This design comes from an exercise in tuning for a short achievable clock period on the open sky130 flow, not from production work. At most, simulation tests tie the RTL to the original design; equivalence was not proved. The clock port is modelled as an ideal driver; clocking choices that lean on that would not hold on a real chip.

== job 4461 ==
// GPU
module GPU(
    input gpu_clk,
    input rst,
    output reg h_sync,
    output reg v_sync,
    output reg color,
    output reg [8:0] address,
    input [639:0] data
    );
Size in the first run: about 650 I/O pins, about 12000 µm² of cells after synthesis.
==> module GPU, before the edit <==
module GPU(
    input gpu_clk,
    input rst,
    output reg h_sync,
    output reg v_sync,
    output reg color,
    output reg [8:0] address,
    input [639:0] data
    );
    reg [31:0] lo0, lo1, lo2, lo3, lo4;   
    reg [26:0] grp;                       
    reg        le;                        
    reg [8:0]  v;                         
    wire [31:0] lo_init = 32'd2;          
    always @(posedge gpu_clk) begin
        if (rst) begin
            lo0 <= lo_init;
            lo1 <= lo_init;
            lo2 <= lo_init;
            lo3 <= lo_init;
            lo4 <= lo_init;
            grp <= 27'd1;
            le <= 1'b0;
        end else begin
            if (le) begin
                lo0 <= lo_init;
                lo1 <= lo_init;
                lo2 <= lo_init;
                lo3 <= lo_init;
                lo4 <= lo_init;
                grp <= 27'd1;
            end else begin
                lo0 <= {lo0[30:0], lo0[31]};
                lo1 <= {lo1[30:0], lo1[31]};
                lo2 <= {lo2[30:0], lo2[31]};
                lo3 <= {lo3[30:0], lo3[31]};
                lo4 <= {lo4[30:0], lo4[31]};
                if (lo0[31])
                    grp <= {grp[25:0], 1'b0};
            end
            le <= grp[26] & lo0[8];       
        end
    end
    wire [639:0] sel = {lo4, lo4, lo4, lo4, lo3, lo3, lo3, lo3,
                        lo2, lo2, lo2, lo2, lo1, lo1, lo1, lo1,
                        lo0, lo0, lo0, lo0};
    wire [319:0] p_n;
    gpu_nand2 u_p0 (.a(data[1]), .b(sel[1]), .y(p_n[0]));
    genvar i;
    generate
        for (i = 1; i < 320; i = i + 1) begin : g_pair
            gpu_a22oi u (.a1(data[2*i]), .a2(sel[2*i]),
                         .b1(data[2*i+1]), .b2(sel[2*i+1]), .y(p_n[i]));
        end
    endgenerate
    wire [79:0] o8, o8_n;
    generate
        for (i = 0; i < 80; i = i + 1) begin : g_o8
            gpu_nand4 u (.a(p_n[4*i]), .b(p_n[4*i+1]), .c(p_n[4*i+2]),
                         .d(p_n[4*i+3]), .y(o8[i]));
            gpu_inv ui (.a(o8[i]), .y(o8_n[i]));
        end
    endgenerate
    wire [19:0] gate_n = ~grp[19:0] | {20{rst}};
    wire [19:0] o32, o32_n;
    generate
        for (i = 0; i < 20; i = i + 1) begin : g_o32
            gpu_a41oi u (.a1(o8_n[4*i]), .a2(o8_n[4*i+1]), .a3(o8_n[4*i+2]),
                         .a4(o8_n[4*i+3]), .b1(gate_n[i]), .y(o32[i]));
            gpu_inv ui (.a(o32[i]), .y(o32_n[i]));
        end
    endgenerate
    wire [4:0] o128;
    generate
        for (i = 0; i < 5; i = i + 1) begin : g_o128
            gpu_nand4 u (.a(o32_n[4*i]), .b(o32_n[4*i+1]), .c(o32_n[4*i+2]),
                         .d(o32_n[4*i+3]), .y(o128[i]));
        end
    endgenerate
    wire [2:0] q_n;
    gpu_nor2 u_q0 (.a(o128[0]), .b(o128[1]), .y(q_n[0]));
    gpu_nor2 u_q1 (.a(o128[2]), .b(o128[3]), .y(q_n[1]));
    gpu_inv  u_q2 (.a(o128[4]), .y(q_n[2]));
    wire color_d;
    gpu_nand3 u_c (.a(q_n[0]), .b(q_n[1]), .c(q_n[2]), .y(color_d));
    wire [8:0] v_next = le ? ((v == 9'd501) ? 9'd1 : v + 9'd1) : v;
    wire h_blank = (grp[20] & |lo0[31:17]) | grp[21] | (grp[22] & |lo0[16:0]);
    always @(posedge gpu_clk) begin
        color <= color_d;
        if (rst) begin
            v <= 9'd1;
            address <= 9'd0;
            h_sync <= 1'b0;
            v_sync <= 1'b0;
        end else begin
            h_sync <= ~h_blank;
            v_sync <= (v > 9'd481) && (v <= 9'd484);
            v <= v_next;
            address <= le ? ((v == 9'd501) ? 9'd0 : v) : v - 9'd1;
        end
    end
endmodule
==> module gpu_nand3, before the edit <==
module gpu_nand3(input a, input b, input c, output y);
    assign y = ~(a & b & c);
endmodule
==> flow/config.mk <==
export PLATFORM = sky130hd
export DESIGN_NAME = GPU
export DESIGN_NICKNAME = GPU
export VERILOG_FILES = /design/flow/design.v
export SDC_FILE = /design/flow/constraint.sdc
export NUM_CORES = 4
export LEC_CHECK = 0
export CAP_MARGIN = 20
export CORE_AREA = 4 4 196 196
export CTS_CLUSTER_DIAMETER = 120
export CTS_CLUSTER_SIZE = 18
export DIE_AREA = 0 0 200 200
export SETUP_SLACK_MARGIN = 1.5
export SLEW_MARGIN = 20
export SYNTH_HIERARCHICAL = 1
export SYNTH_MINIMUM_KEEP_SIZE = 0
==> flow/constraint.sdc <==
create_clock -name core_clock -period 3.4 [get_ports {gpu_clk}]
set_input_delay 0.6800 -clock core_clock [delete_from_list [all_inputs] [get_ports {gpu_clk}]]
set_output_delay 0.6800 -clock core_clock [all_outputs]
set_load 0.01 [all_outputs]
standard.sh (not shown) runs the stock make flow with config.mk's settings and CLKGATE_MAP_FILE= SYNTH_SCRIPT=/design/flow/synth_recipe.tcl, a recipe that flattens the netlist after the stock synthesis.
==> flow/flow/run.sh <==
#!/bin/bash
# Standard ORFS layout with stronger port buffers, free cell sizing, data
# pins kept in order (flow/pre_io.tcl) and extra steps after CTS
# (flow/post_cts.tcl).
set -euo pipefail
bash standard.sh finish \
  "BUFFER_PORTS_ARGS=-buffer_cell sky130_fd_sc_hd__buf_4" \
  MATCH_CELL_FOOTPRINT=0 \
  SETUP_SLACK_MARGIN=2.5 \
  "PRE_IO_PLACEMENT_TCL=$PWD/flow/pre_io.tcl" \
  "POST_CTS_TCL=$PWD/flow/post_cts.tcl" \
  > run_make.log 2>&1
==> flow/flow/post_cts.tcl <==
# Extra steps after CTS: useful skew for the pixel-select registers and
# greedy sizing of the pixel path.
#
# Useful skew for the pixel-select registers (lo*): they launch the select
# lines of the pixel multiplexer, a register-to-register path into color.
# Give them a clock subtree of their own, straight from the clock port, so
# their clock arrives earlier than the balanced tree's.  Only lo registers
# move; they have no input or output port paths.
set blk [ord::get_db_block]
set db [ord::get_db]
set buf_master [$db findMaster sky130_fd_sc_hd__clkbuf_16]
set clk_net [$blk findNet gpu_clk]

proc centroid {insts} {
  set x 0; set y 0
  foreach i $insts { set l [$i getLocation]; set x [expr {$x + [lindex $l 0]}]; set y [expr {$y + [lindex $l 1]}] }
  set n [llength $insts]
  return [list [expr {int($x / $n)}] [expr {int($y / $n)}]]
}
# split a list of instances into groups of at most max by halving along the longer side
proc bisect {insts max} {
  if {[llength $insts] <= $max} { return [list $insts] }
  set xs {}; set ys {}
  foreach i $insts { set l [$i getLocation]; lappend xs [lindex $l 0]; lappend ys [lindex $l 1] }
  set dx [expr {[tcl::mathfunc::max {*}$xs] - [tcl::mathfunc::min {*}$xs]}]
  set dy [expr {[tcl::mathfunc::max {*}$ys] - [tcl::mathfunc::min {*}$ys]}]
  set k [expr {$dx >= $dy ? 0 : 1}]
  set sorted [lsort -command [list cmp_loc $k] $insts]
  set h [expr {[llength $sorted] / 2}]
  return [concat [bisect [lrange $sorted 0 [expr {$h - 1}]] $max] [bisect [lrange $sorted $h end] $max]]
}
proc cmp_loc {k a b} {
  set va [lindex [$a getLocation] $k]; set vb [lindex [$b getLocation] $k]
  return [expr {$va < $vb ? -1 : ($va > $vb ? 1 : 0)}]
}

set flops {}
foreach inst [$blk getInsts] {
  if {[regexp {^lo} [$inst getName]] && [[$inst getMaster] isSequential]} { lappend flops $inst }
}
puts "skew: [llength $flops] lo registers"

set old_leaf_nets {}
set leaves {}
set n 0
foreach grp [bisect $flops 16] {
  set b [odb::dbInst_create $blk $buf_master "clkbuf_lo_leaf_$n"]
  set net [odb::dbNet_create $blk "clknet_lo_leaf_$n"]
  $net setSigType CLOCK
  [$b findITerm X] connect $net
  foreach f $grp {
    set it [$f findITerm CLK]
    set on [$it getNet]
    if {$on ne "NULL"} { dict set old_leaf_nets [$on getName] 1 }
    $it disconnect
    $it connect $net
  }
  set c [centroid $grp]
  $b setLocation [lindex $c 0] [lindex $c 1]
  $b setPlacementStatus PLACED
  lappend leaves $b
  incr n
}
puts "skew: $n leaf buffers"

set m 0
foreach grp [bisect $leaves [expr {int(ceil($n / 2.0))}]] {
  set b [odb::dbInst_create $blk $buf_master "clkbuf_lo_mid_$m"]
  set net [odb::dbNet_create $blk "clknet_lo_mid_$m"]
  $net setSigType CLOCK
  [$b findITerm X] connect $net
  [$b findITerm A] connect $clk_net
  foreach l $grp { [$l findITerm A] connect $net }
  set c [centroid $grp]
  $b setLocation [lindex $c 0] [lindex $c 1]
  $b setPlacementStatus PLACED
  incr m
}
puts "skew: $m mid buffers"

# drop clock buffers of the balanced tree left without loads
set changed 1
while {$changed} {
  set changed 0
  foreach inst [$blk getInsts] {
    if {![string match "clkbuf_*" [$inst getName]] && ![string match "clkload*" [$inst getName]]} { continue }
    set x [$inst findITerm X]
    if {$x eq "NULL"} { continue }
    set on [$x getNet]
    if {$on eq "NULL"} { continue }
    set loads 0
    foreach it [$on getITerms] { if {[$it isInputSignal] || [$it getIoType] eq "INPUT"} { incr loads } }
    if {$loads == 0 && [llength [$on getBTerms]] == 0} {
      puts "skew: removing [$inst getName]"
      odb::dbInst_destroy $inst
      odb::dbNet_destroy $on
      set changed 1
    }
  }
}

estimate_parasitics -placement

# Greedy sizing of the cells on the worst paths into color: try each drive
# strength of each cell on those paths and keep the one that helps most.
# Wire loads are estimated from a trial global route, which is closer to
# the routed layout than the placement estimate; the flow's own global
# route runs again afterwards.
source $::env(FASTROUTE_TCL)
global_route -allow_congestion
estimate_parasitics -global_routing
proc size_variants {master_name} {
  if {![regexp {^(sky130_fd_sc_hd__[a-z0-9]+)_([0-9]+)$} $master_name -> base sz]} { return {} }
  set out {}
  foreach s {1 2 4 6 8 12 16} {
    set m [[ord::get_db] findMaster "${base}_$s"]
    if {$m ne "NULL"} { lappend out "${base}_$s" }
  }
  return $out
}
proc endpoint_slack {pin} {
  return [get_property [get_pins $pin] slack_max]
}
proc worst_color_slack {} {
  set p [find_timing_paths -to [get_pins color*/D] -sort_by_slack]
  return [get_property $p slack]
}
proc size_pass {} {
  set improved 0
  set paths [find_timing_paths -to [get_pins color*/D] -sort_by_slack -group_path_count 20 -endpoint_path_count 20 -unique_paths_to_endpoint]
  set cells {}
  foreach p $paths {
    foreach ref [get_property $p points] {
      set pin [get_property $ref pin]
      set inst [get_property $pin full_name]
      set c [get_cells -of_objects $pin]
      if {$c eq ""} continue
      set cn [get_full_name $c]
      if {[lsearch -exact $cells $cn] < 0} { lappend cells $cn }
    }
  }
  foreach cn $cells {
    set cell [get_cells $cn]
    set lc [get_property $cell ref_name]
    if {[string match "*df*" $lc] || [string match "*clkbuf*" $lc]} continue
    set vars [size_variants $lc]
    if {[llength $vars] < 2} continue
    set base [worst_color_slack]
    set best $lc; set bestv $base
    foreach v $vars {
      if {$v eq $lc} continue
      replace_cell $cell $v
      estimate_parasitics -global_routing
      set s [worst_color_slack]
      if {$s > $bestv + 0.0005} { set best $v; set bestv $s }
    }
    replace_cell $cell $best
    estimate_parasitics -global_routing
    if {$best ne $lc} { incr improved; puts "size: $cn $lc -> $best  [format %.3f $base] -> [format %.3f $bestv]" }
  }
  return $improved
}
for {set i 0} {$i < 3} {incr i} {
  set n [size_pass]
  puts "size: pass $i changed $n, color slack [format %.3f [worst_color_slack]]"
  if {$n == 0} break
}

detailed_placement
estimate_parasitics -placement
report_clock_min_period
report_worst_slack -max
report_worst_slack -min
==> flow/flow/pre_io.tcl <==
# Keep the data pins of each 32-pixel group together and in order, so that
# each branch of the pixel-select tree sits by a stretch of the die edge.
for {set g 0} {$g < 20} {incr g} {
  set pins {}
  for {set i [expr {32 * $g}]} {$i < 32 * ($g + 1)} {incr i} { lappend pins [get_ports "data\[$i\]"] }
  set_io_pin_constraint -group -order -pin_names $pins
}
What ended job 4461 was a tool error in clock tree synthesis; the run never finished.
Edits applied to the flow inputs when going from job 4461 to job 5502:
diff --git a/flow/design.v b/flow/design.v
--- a/flow/design.v
+++ b/flow/design.v
@@ -59,32 +59,33 @@
             gpu_nand4 u (.a(p_n[4*i]), .b(p_n[4*i+1]), .c(p_n[4*i+2]),
                          .d(p_n[4*i+3]), .y(o8[i]));
             gpu_inv ui (.a(o8[i]), .y(o8_n[i]));
         end
     endgenerate
-    wire [19:0] gate_n = ~grp[19:0] | {20{rst}};
     wire [19:0] o32, o32_n;
     generate
         for (i = 0; i < 20; i = i + 1) begin : g_o32
             gpu_a41oi u (.a1(o8_n[4*i]), .a2(o8_n[4*i+1]), .a3(o8_n[4*i+2]),
-                         .a4(o8_n[4*i+3]), .b1(gate_n[i]), .y(o32[i]));
+                         .a4(o8_n[4*i+3]), .b1(~grp[i]), .y(o32[i]));
             gpu_inv ui (.a(o32[i]), .y(o32_n[i]));
         end
     endgenerate
     wire [4:0] o128;
     generate
         for (i = 0; i < 5; i = i + 1) begin : g_o128
             gpu_nand4 u (.a(o32_n[4*i]), .b(o32_n[4*i+1]), .c(o32_n[4*i+2]),
                          .d(o32_n[4*i+3]), .y(o128[i]));
         end
     endgenerate
-    wire [2:0] q_n;
-    gpu_nor2 u_q0 (.a(o128[0]), .b(o128[1]), .y(q_n[0]));
-    gpu_nor2 u_q1 (.a(o128[2]), .b(o128[3]), .y(q_n[1]));
-    gpu_inv  u_q2 (.a(o128[4]), .y(q_n[2]));
+    wire [3:0] q_n;
+    gpu_inv u_q0 (.a(o128[0]), .y(q_n[0]));
+    gpu_inv u_q1 (.a(o128[1]), .y(q_n[1]));
+    gpu_inv u_q2 (.a(o128[2]), .y(q_n[2]));
+    gpu_nor2 u_q3 (.a(o128[3]), .b(o128[4]), .y(q_n[3]));
     wire color_d;
-    gpu_nand3 u_c (.a(q_n[0]), .b(q_n[1]), .c(q_n[2]), .y(color_d));
+    gpu_a41oi u_c (.a1(q_n[0]), .a2(q_n[1]), .a3(q_n[2]), .a4(q_n[3]),
+                   .b1(rst), .y(color_d));
     wire [8:0] v_next = le ? ((v == 9'd501) ? 9'd1 : v + 9'd1) : v;
     wire h_blank = (grp[20] & |lo0[31:17]) | grp[21] | (grp[22] & |lo0[16:0]);
     always @(posedge gpu_clk) begin
         color <= color_d;
         if (rst) begin
@@ -104,13 +105,10 @@
     assign y = ~((a1 & a2) | (b1 & b2));
 endmodule
 module gpu_nand2(input a, input b, output y);
     assign y = ~(a & b);
 endmodule
-module gpu_nand3(input a, input b, input c, output y);
-    assign y = ~(a & b & c);
-endmodule
 module gpu_nand4(input a, input b, input c, input d, output y);
     assign y = ~(a & b & c & d);
 endmodule
 module gpu_inv(input a, output y);
     assign y = ~a;
Findings:
The worst setup slack before clock tree synthesis in job 5502 was lower than what job 4461 gave.
Weighted congestion at the end of routability-driven global placement (job 5502 vs. job 4461) decreases by a little under 10%
Job 4461 and job 5502 ended up with nearly the same number of nets in the synthesized netlist.
Synthesized cell area: lower on job 5502
Measured against each other, job 4461 and job 5502 differ in sequential cell area fraction in the yosys report, the lower figure coming from job 4461.
Job 5502 did not run to completion, as it errored out during clock tree synthesis.
Any difference in post-synthesis cell count between job 5502 and job 4461 is small enough to ignore.
Between job 5502 and job 4461, the total instance count after detailed placement figures differ only marginally.
Higher synthesized-area fraction occupied by ao, oa, aoi and oai cells among job 4461 and job 5502: job 5502
Comparing job 5502 against job 4461, there is no change at all in number of sinks on the clock net.
Per the comparison of job 5502 with job 4461, instance area after placement held steady; initial standard-cell utilization of the core went down; average cell area after synthesis shrank by 0.43%.
Only the layout flow was run in job 4461; the RTL was not checked for function there.
